Context: an optimization exercise on an open-source flow, tuned for small area, a short achievable clock period and few clock cycles per item. The choices shown serve that exercise and are no tape-out recipe.
RTL that was checked went through simulation tests only; none was proved equivalent to the original.
Function not checked in run 1: the RTL went through the layout flow alone.

==> flow/design.v, too long to show whole: its modules and the start of the top module <==
// module dct8_fa: 10 lines
// module dct8_top: 1235 lines
module dct8_top #(
    parameter N         = DCT8_N,
    parameter IN_W      = DCT8_IN_W,
    parameter COEFF_W   = DCT8_COEFF_W,
    parameter OUT_W     = DCT8_OUT_W,
    parameter FRAC_BITS = DCT8_FRAC_BITS
)(
    input  wire                    clk,
    input  wire                    rst_n,
    input  wire                    din_valid,
    input  wire signed [IN_W-1:0]  din,
    output wire                    din_ready,
    output wire                    dout_valid,
    output wire signed [OUT_W-1:0] dout,
    input  wire                    dout_ready
);
  // ...
==> flow/flow/run.sh <==
#!/bin/bash
set -euo pipefail
export SETUP_SLACK_MARGIN=9.8
export DONT_USE_CELLS="sky130_fd_sc_hd__clkdlybuf4s15_1 sky130_fd_sc_hd__clkdlybuf4s15_2 sky130_fd_sc_hd__clkdlybuf4s18_1 sky130_fd_sc_hd__clkdlybuf4s18_2 sky130_fd_sc_hd__clkdlybuf4s25_1 sky130_fd_sc_hd__clkdlybuf4s25_2 sky130_fd_sc_hd__clkdlybuf4s50_1 sky130_fd_sc_hd__clkdlybuf4s50_2"
bash standard.sh > standard.log 2>&1
==> flow/standard.sh <==
#!/bin/bash
# synth_recipe.tcl (not shown) runs the flow's synth.tcl, then flattens the netlist and writes it again
# the make line also repeats each setting of config.mk as NAME=value (left out here)
make -C /OpenROAD-flow-scripts/flow DESIGN_CONFIG=/design/flow/config.mk WORK_HOME=/design/flow/orfs CLKGATE_MAP_FILE= SYNTH_SCRIPT=/design/flow/synth_recipe.tcl "${@:-finish}"
==> flow/config.mk <==
export PLATFORM = sky130hd
export DESIGN_NAME = dct8_top
export DESIGN_NICKNAME = dct8_top
export VERILOG_FILES = /design/flow/design.v
export SDC_FILE = /design/flow/constraint.sdc
export NUM_CORES = 4
export LEC_CHECK = 0
export CAP_MARGIN = 20
export CORE_MARGIN = 2
export CORE_UTILIZATION = 40
export SLEW_MARGIN = 20
export SYNTH_HIERARCHICAL = 1
==> flow/constraint.sdc <==
create_clock -name core_clock -period 14.0 [get_ports {clk}]
set_input_delay 2.8000 -clock core_clock [delete_from_list [all_inputs] [get_ports {clk}]]
set_output_delay 2.8000 -clock core_clock [all_outputs]
set_load 0.01 [all_outputs]
==> run_results.csv, run 1 <==
group,metric,value,unit
run_status,status,"complete, no violations",
min_path,min_path_type,"flop to flop",
cts,post_cts_buffers,40,
synthesis,synth_mux_area_frac,0.0819,
route,post_drt_wl_per_cell,22.3,um
synthesis,syn_area_per_cell,12.2,um2
critical_path,cp-end-kind,"flop",
critical_path,rrSetupSlack,9.69,ns
final_layout,seq_cells,560,
sta,whs,0.342,ns
final_layout,multi_input_comb_cells,2141,
sta,fin_crit,4.31,ns
route,final_antenna_net_count,0,
global_routing,antenna_found_initial,3,
global_routing,grt-ovfl-total,0,
synthesis,synthSimpleGateAreaFrac,0.0658,
synthesis,yosys.cell_count.top_type,"fa_1",
final_layout,utilization,0.464,
placed_design,place_congestion,0.933,
final_layout,drive_gt1_frac,0.167,
critical_path,path_cells,"buf_12, clkinvlp_4, buf_6, ha_4, buf_6, nand2_1, nand2_1, mux2_4, buf_4, fa_2, fa_2, a21o_1, a21oi_2, o21bai_4, a22o_4, o41ai_4, o21ai_2, xor2_1, buf_4",
die,fp.dieH,311,um
critical_path,critPathBufInv,6,
placed_design,port-buffer-count,39,
final_layout,layout.cells.non_filler,4488,
==> run 2, diff against run 1 <==
--- a/flow/design.v
+++ b/flow/design.v
@@ -1173,27 +1173,88 @@
     wire _c895, _c896;
     dct8_fa u_c895 (.a(_c823), .b(~_c820), .c(_c825), .s(_c895), .co(_c896));
     wire _c897, _c898;
     dct8_fa u_c897 (.a(_c827), .b(_c824), .c(_c829), .s(_c897), .co(_c898));
     wire _c899, _c900;
     dct8_fa u_c899 (.a(_c831), .b(_c828), .c(_c833), .s(_c899), .co(_c900));
     wire _c901, _c902;
     dct8_fa u_c901 (.a(~_c712), .b(_c835), .c(_c832), .s(_c901), .co(_c902));
-    reg  [32:0] r2a, r2b, r2c;
+    wire _c903 = _s0_0 ^ kcv[0];
+    wire _c904 = _s0_0 & kcv[0];
+    wire _c905, _c906;
+    dct8_fa u_c905 (.a(_c713), .b(_c838), .c(_c839), .s(_c905), .co(_c906));
+    wire _c907, _c908;
+    dct8_fa u_c907 (.a(_c717), .b(_c840), .c(_c841), .s(_c907), .co(_c908));
+    wire _c909, _c910;
+    dct8_fa u_c909 (.a(_c721), .b(_c842), .c(_c843), .s(_c909), .co(_c910));
+    wire _c911, _c912;
+    dct8_fa u_c911 (.a(_c725), .b(_c844), .c(_c845), .s(_c911), .co(_c912));
+    wire _c913, _c914;
+    dct8_fa u_c913 (.a(_c729), .b(_c846), .c(_c847), .s(_c913), .co(_c914));
+    wire _c915, _c916;
+    dct8_fa u_c915 (.a(_c730), .b(_c848), .c(_c849), .s(_c915), .co(_c916));
+    wire _c917, _c918;
+    dct8_fa u_c917 (.a(~_c737), .b(_c851), .c(_c850), .s(_c917), .co(_c918));
+    wire _c919, _c920;
+    dct8_fa u_c919 (.a(_c741), .b(_c852), .c(~_c853), .s(_c919), .co(_c920));
+    wire _c921, _c922;
+    dct8_fa u_c921 (.a(_c745), .b(~_c854), .c(_c855), .s(_c921), .co(_c922));
+    wire _c923, _c924;
+    dct8_fa u_c923 (.a(_c746), .b(_c856), .c(_c857), .s(_c923), .co(_c924));
+    wire _c925, _c926;
+    dct8_fa u_c925 (.a(~_c753), .b(_c859), .c(_c858), .s(_c925), .co(_c926));
+    wire _c927, _c928;
+    dct8_fa u_c927 (.a(_c757), .b(_c860), .c(~_c861), .s(_c927), .co(_c928));
+    wire _c929, _c930;
+    dct8_fa u_c929 (.a(~_c761), .b(_c862), .c(_c863), .s(_c929), .co(_c930));
+    wire _c931, _c932;
+    dct8_fa u_c931 (.a(_c762), .b(~_c864), .c(_c865), .s(_c931), .co(_c932));
+    wire _c933, _c934;
+    dct8_fa u_c933 (.a(~_c769), .b(_c867), .c(_c866), .s(_c933), .co(_c934));
+    wire _c935, _c936;
+    dct8_fa u_c935 (.a(~_c770), .b(_c869), .c(_c868), .s(_c935), .co(_c936));
+    wire _c937, _c938;
+    dct8_fa u_c937 (.a(~_c777), .b(_c871), .c(_c870), .s(_c937), .co(_c938));
+    wire _c939, _c940;
+    dct8_fa u_c939 (.a(~_c778), .b(_c872), .c(_c873), .s(_c939), .co(_c940));
+    wire _c941, _c942;
+    dct8_fa u_c941 (.a(_c785), .b(_c875), .c(_c874), .s(_c941), .co(_c942));
+    wire _c943, _c944;
+    dct8_fa u_c943 (.a(~_c789), .b(_c876), .c(_c877), .s(_c943), .co(_c944));
+    wire _c945, _c946;
+    dct8_fa u_c945 (.a(~_c790), .b(_c879), .c(_c878), .s(_c945), .co(_c946));
+    wire _c947, _c948;
+    dct8_fa u_c947 (.a(~_c794), .b(_c881), .c(_c880), .s(_c947), .co(_c948));
+    wire _c949, _c950;
+    dct8_fa u_c949 (.a(~_c798), .b(_c883), .c(_c882), .s(_c949), .co(_c950));
+    wire _c951, _c952;
+    dct8_fa u_c951 (.a(_c802), .b(_c885), .c(_c884), .s(_c951), .co(_c952));
+    wire _c953, _c954;
+    dct8_fa u_c953 (.a(_c806), .b(_c887), .c(_c886), .s(_c953), .co(_c954));
+    wire _c955, _c956;
+    dct8_fa u_c955 (.a(_c810), .b(_c889), .c(_c888), .s(_c955), .co(_c956));
+    wire _c957, _c958;
+    dct8_fa u_c957 (.a(~_c814), .b(_c891), .c(_c890), .s(_c957), .co(_c958));
+    wire _c959, _c960;
+    dct8_fa u_c959 (.a(_c818), .b(_c893), .c(_c892), .s(_c959), .co(_c960));
+    wire _c961, _c962;
+    dct8_fa u_c961 (.a(_c822), .b(_c895), .c(_c894), .s(_c961), .co(_c962));
+    wire _c963, _c964;
+    dct8_fa u_c963 (.a(_c826), .b(_c897), .c(_c896), .s(_c963), .co(_c964));
+    wire _c965, _c966;
+    dct8_fa u_c965 (.a(_c830), .b(_c899), .c(_c898), .s(_c965), .co(_c966));
+    wire _c967, _c968;
+    dct8_fa u_c967 (.a(_c834), .b(_c901), .c(_c900), .s(_c967), .co(_c968));
+    reg  [32:0] r2a, r2b;
     always @(posedge clk) begin
-        r2a <= {_c834, _c830, _c826, _c822, _c818, ~_c814, _c810, _c806, _c802, ~_c798, ~_c794, ~_c790, ~_c789, _c785, ~_c778, ~_c777, ~_c770, ~_c769, _c762, _c761, _c757, ~_c753, _c746, _c745, _c741, ~_c737, _c730, _c729, _c725, _c721, _c717, _c713, _s0_0};
-        r2b <= {_c901, _c899, _c897, _c895, _c893, _c891, _c889, _c887, _c885, _c883, _c881, _c879, _c877, _c875, _c873, _c871, _c869, _c867, _c865, ~_c863, ~_c861, _c859, _c857, _c855, ~_c853, _c851, _c849, _c847, _c845, _c843, _c841, _c839, kcv[0]};
-        r2c <= {_c900, _c898, _c896, _c894, _c892, _c890, _c888, _c886, _c884, _c882, _c880, _c878, _c876, _c874, _c872, _c870, _c868, _c866, ~_c864, ~_c862, _c860, _c858, _c856, ~_c854, _c852, _c850, _c848, _c846, _c844, _c842, _c840, _c838, _c837};
+        r2a <= {_c967, _c965, _c963, _c961, _c959, _c957, _c955, _c953, _c951, _c949, _c947, _c945, _c943, _c941, _c939, _c937, _c935, _c933, _c931, ~_c929, _c927, _c925, _c923, _c921, _c919, _c917, _c915, _c913, _c911, _c909, _c907, _c905, _c837};
+        r2b <= {_c966, _c964, _c962, _c960, _c958, _c956, _c954, _c952, _c950, _c948, _c946, _c944, _c942, _c940, _c938, _c936, _c934, _c932, ~_c930, _c928, _c926, _c924, _c922, _c920, _c918, _c916, _c914, _c912, _c910, _c908, _c906, _c904, _c903};
     end
-    wire [32:0] cs_s, cs_c;
-    generate for (gi = 0; gi < 33; gi = gi + 1) begin : g_c
-        dct8_fa u_c (.a(r2a[gi]), .b(r2b[gi]), .c(r2c[gi]), .s(cs_s[gi]), .co(cs_c[gi]));
-    end endgenerate
-    wire [32:0] acc = cs_s + {cs_c[31:0], 1'b0};
+    wire [32:0] acc = r2a + r2b;
     wire [17:0] res = acc[32:15];
     wire [2:0] cnt_p = cnt - {2'b0, pop};
     wire [2:0] cnt_n = cnt_p + {2'b0, p2v};
     wire       pend_n  = (acc_in & in_cnt[2]) | (pend & ~pdo);
     wire [1:0] pi_n    = (acc_in & in_cnt[2]) ? ~in_cnt[1:0] : pi;
     wire       o_v_n   = o_load | (o_v & ~(issue & (o_k == 3'd7)));
     wire [2:0] o_k_n   = o_load ? 3'd0 : (issue ? o_k + 3'd1 : o_k);
     wire       issue_n = o_v_n & ((cnt_n + {2'b0, issue} + {2'b0, p1v}) <= 3'd3);
==> run_results.csv, run 2 <==
group,metric,value,unit
synthesis,synth_edf_count,241,
cts,h-tree-depth,2,
cts,clock-root-buffer,"clkbuf_16",
route,drcViolationCount,0,
final_layout,drive_gt1_frac,0.204,
job,max_cap_viol_count,0,
route,wirelength,101000,um
cts,clock_latency,0.65,ns
route,first_pass_iters,7,
critical_path,path_depth,14,
synthesis,yosysSeqAreaShare,0.352,
placed_design,hpwl,74900,um
sta,hold_viol_final,0,
synthesis,syn_area_per_cell,12.0,um2
die,die_w,309,um
die,start_util,0.404,
synthesis,ys_warn_count,7,
sta,finClkSkew,0.0331,ns
final_layout,nNetsFinal,3946,
global_routing,grt_max_degree,76,
critical_path,crit_arrival,4.79,ns
sta,setup_viol,0,
route,detail_route.iter0.violations,1902,
cts,cts_hold_buf,0,
critical_path,r2r-end,"oa0[17]",
final_layout,antenna_cells,0,
synthesis,ys_ff_latch,527,
final_layout,mostFrequentLayoutCell,"fa_1",
min_path,min_path_type,"flop to flop",
critical_path,path_cells,"buf_12, ha_4, buf_12, buf_12, a222oi_1, mux2i_2, fa_1, ha_1, or3_1, a2111oi_4, nor3_2, a2111oi_2, mux2i_1, nor2b_1",
global_routing,grt-ovfl-total,0,
synthesis,synth_area_leader_cell,"fa_1",
sta,worstMarginPinSlew,0.941,ns
synthesis,synth_area_leaders,"fa_1 27%, edfxtp_1 19%, dfxtp_1 15%",
critical_path,critical_path_required,14.38,ns
sta,fmax,227,MHz
final_layout,final_cell_mix,"482 x fa_1, 258 x inv_1, 241 x edfxtp_1, 228 x nand2_1, 198 x dfxtp_1",
die,design.die.area,95200,um2
critical_path,rrSetupSlack,9.59,ns
min_path,min_from,"wd1[12]",
route,post_drt_wl_per_cell,22.2,um
final_layout,syn_to_final_growth,17.2,%
critical_path,cp_max_fo,9,
route,via_per_inst,5.35,
critical_path,critPathBufInv,3,
global_routing,grt_usage,0.214,
synthesis,synth_top_area_share,0.272,
critical_path,r2r_cells,14,
route,vias,24400,
critical_path,crit_path_max_incr_delay,0.54,ns
synthesis,synthCells,3089,
critical_path,critical_path_class,"flop to flop",
synthesis,ys_async_sr_fraction,0.0323,
cts,clk_pin_slew,0.06,ns
critical_path,critPathMostFrequentCell,"buf_12",
cts,cts_buffers,57,
sta,slew-limit-headroom,0.355,
global_routing,first_global_vias,25200,
cts,cts_buffer_depth,3,
critical_path,crit_slowest_cell,"fa_1",
sta,setup_tns,0,ns
sta,fin_crit,4.41,ns
critical_path,crit_path_start_kind,"flop",
sta,rsz0062_at_grt,"yes",
min_path,min_to,"od1[12]",
route,final_antenna_net_count,0,
cts,numClockSinks,527,
synthesis,synth_top_flop_cell,"dfxtp_1",
final_layout,reg_top3,"r2a: 33 flops, r2b: 33 flops",
critical_path,reg2reg_from,"pi[0]",
global_routing,grt_first_pass_wirelength,153000,um
die,fp.dieH,309,um
die,core,91800,um2
critical_path,cp-end-kind,"flop",
min_path,hold_path_depth,0,
synthesis,yosys.cell_count.top_type,"fa_1",
sta,report.final.slew_viol_count,0,
die,rows,111,
synthesis,synth_cell_types,76,
die,ios,40,
critical_path,critPathTopFamily,"compound AO/OA/AOI/OAI gates",
synthesis,netlist_top_cells_count,"504 x fa_1, 271 x inv_1, 269 x dfxtp_1",
run_status,status,"complete, no violations",
placed_design,port-buffer-count,39,
global_routing,antenna_found_initial,0,
placed_design,place_congestion,0.916,
synthesis,syn_area,37100,um2
sta,fin_crit_sh,0.315,
cts,cts_tree,"yes",
## run 2: logic make-up after synthesis
| kind of cell | synth area share |
|---|---|
| AO/OA/AOI/OAI | 0.0890 |
| adder cells (fa/ha/maj) | 0.325 |
| AND/OR/NAND/NOR | 0.0694 |
| buffers and inverters | 0.0398 |
| XOR/XNOR | 0.0415 |
| multiplexers | 0.0838 |
| flip-flops | 0.352 |
| other | 0.000101 |
## run 2: worst max path at each step
| stage | from | endpoint | slack, ns |
|---|---|---|---|
| after floorplan | dout_ready | dr | 9.39 |
| after global placement | dout_ready | q2[13] | 8.12 |
| after detailed placement | dout_ready | q1[13] | 8.07 |
| after CTS | pi[0] | oa0[17] | 9.46 |
| after global routing | pi[0] | oa0[17] | 9.47 |
| final | pi[0] | oa0[17] | 9.59 |
## run 2: layout make-up
class	count	area (um2)
fill	8230	48300
multi-input combinational	2176	23600
sequential	527	13300
timing repair buffer	227	2070
clock buffer	84	1640
tap	1243	1560
inverter	275	1050
clock inverter	22	220
timing repair inverter	1	7.51
## run 2: metal layers
| layer | vias to the layer above | wire (um) | GRT usage |
|---|---|---|---|
| li1 | 11000 | - | - |
| met1 | 12300 | 42400 | 0.288 |
| met2 | 873 | 48000 | 0.354 |
| met3 | 213 | 6840 | 0.0338 |
| met4 | 0 | 3730 | 0.0723 |
| met5 | - | 0 | 0 |
## run 2: modules after synthesis (local to each module, per instance)
module	flops+latches	cell area, um2	cells
dct8_top	527	27200	2592
dct8_fa	0	20.0	1
## run 2: what timing repair did
item,in CTS,in global routing
pin swaps,44,127
setup endpoints to repair,343,257
gates resized for setup,262,133
gates cloned,6,2
setup buffers,84,72
## run 2: through the flow
step	worst slack, ns	instances	hold WS [ns]	utilization	area, um2
after global routing	9.47	4555	0.423	0.474	43500
final	9.59	4555	0.415	0.474	43500
after floorplan	9.39	3091	0.400	-	37300
after detailed placement	8.07	4285	0.405	0.425	39000
after CTS	9.46	4481	0.417	0.461	42300
after global placement	8.12	4285	0.400	0.425	39000
Testbench counts of run 2, summed over its fixed seeds: cycles 6,240, items 768.

-- static timing again, ports no longer ideal --
How much do the figures lean on ideal ports? The routed layouts below were timed once more, with nothing changed but the port constraints.
Step 1 sets driving cells, clkbuf_16 on the clock port and buf_2 on the other inputs (assumed; they add their load-dependent delay and slew).
Step 2 moves the port delays by t, midway between the first and last clock arrival at a register: inputs arrive t later, outputs are due t later. That takes back most of the time a late clock gives input paths.
Three values: ideal, step 1, step 2; two values: the first two.
run | t (ns) | slack for setup (ns) | worst setup path at the end | slew at the worst register clock pin (ns) | worst data-port slew with drivers (ns)
run 1 | 0.683 | 9.693 / 9.693 / 9.232 | input to register | 0.07 / 0.07 | 0.07
run 2 | 0.705 | 9.588 / 9.588 / 9.119 | input to register | 0.07 / 0.07 | 0.07
After both steps setup and hold are still met in every run listed. The setup slack of run 2, which loses most, moves by 0.000 ns with the drivers and by -0.469 ns with both steps.
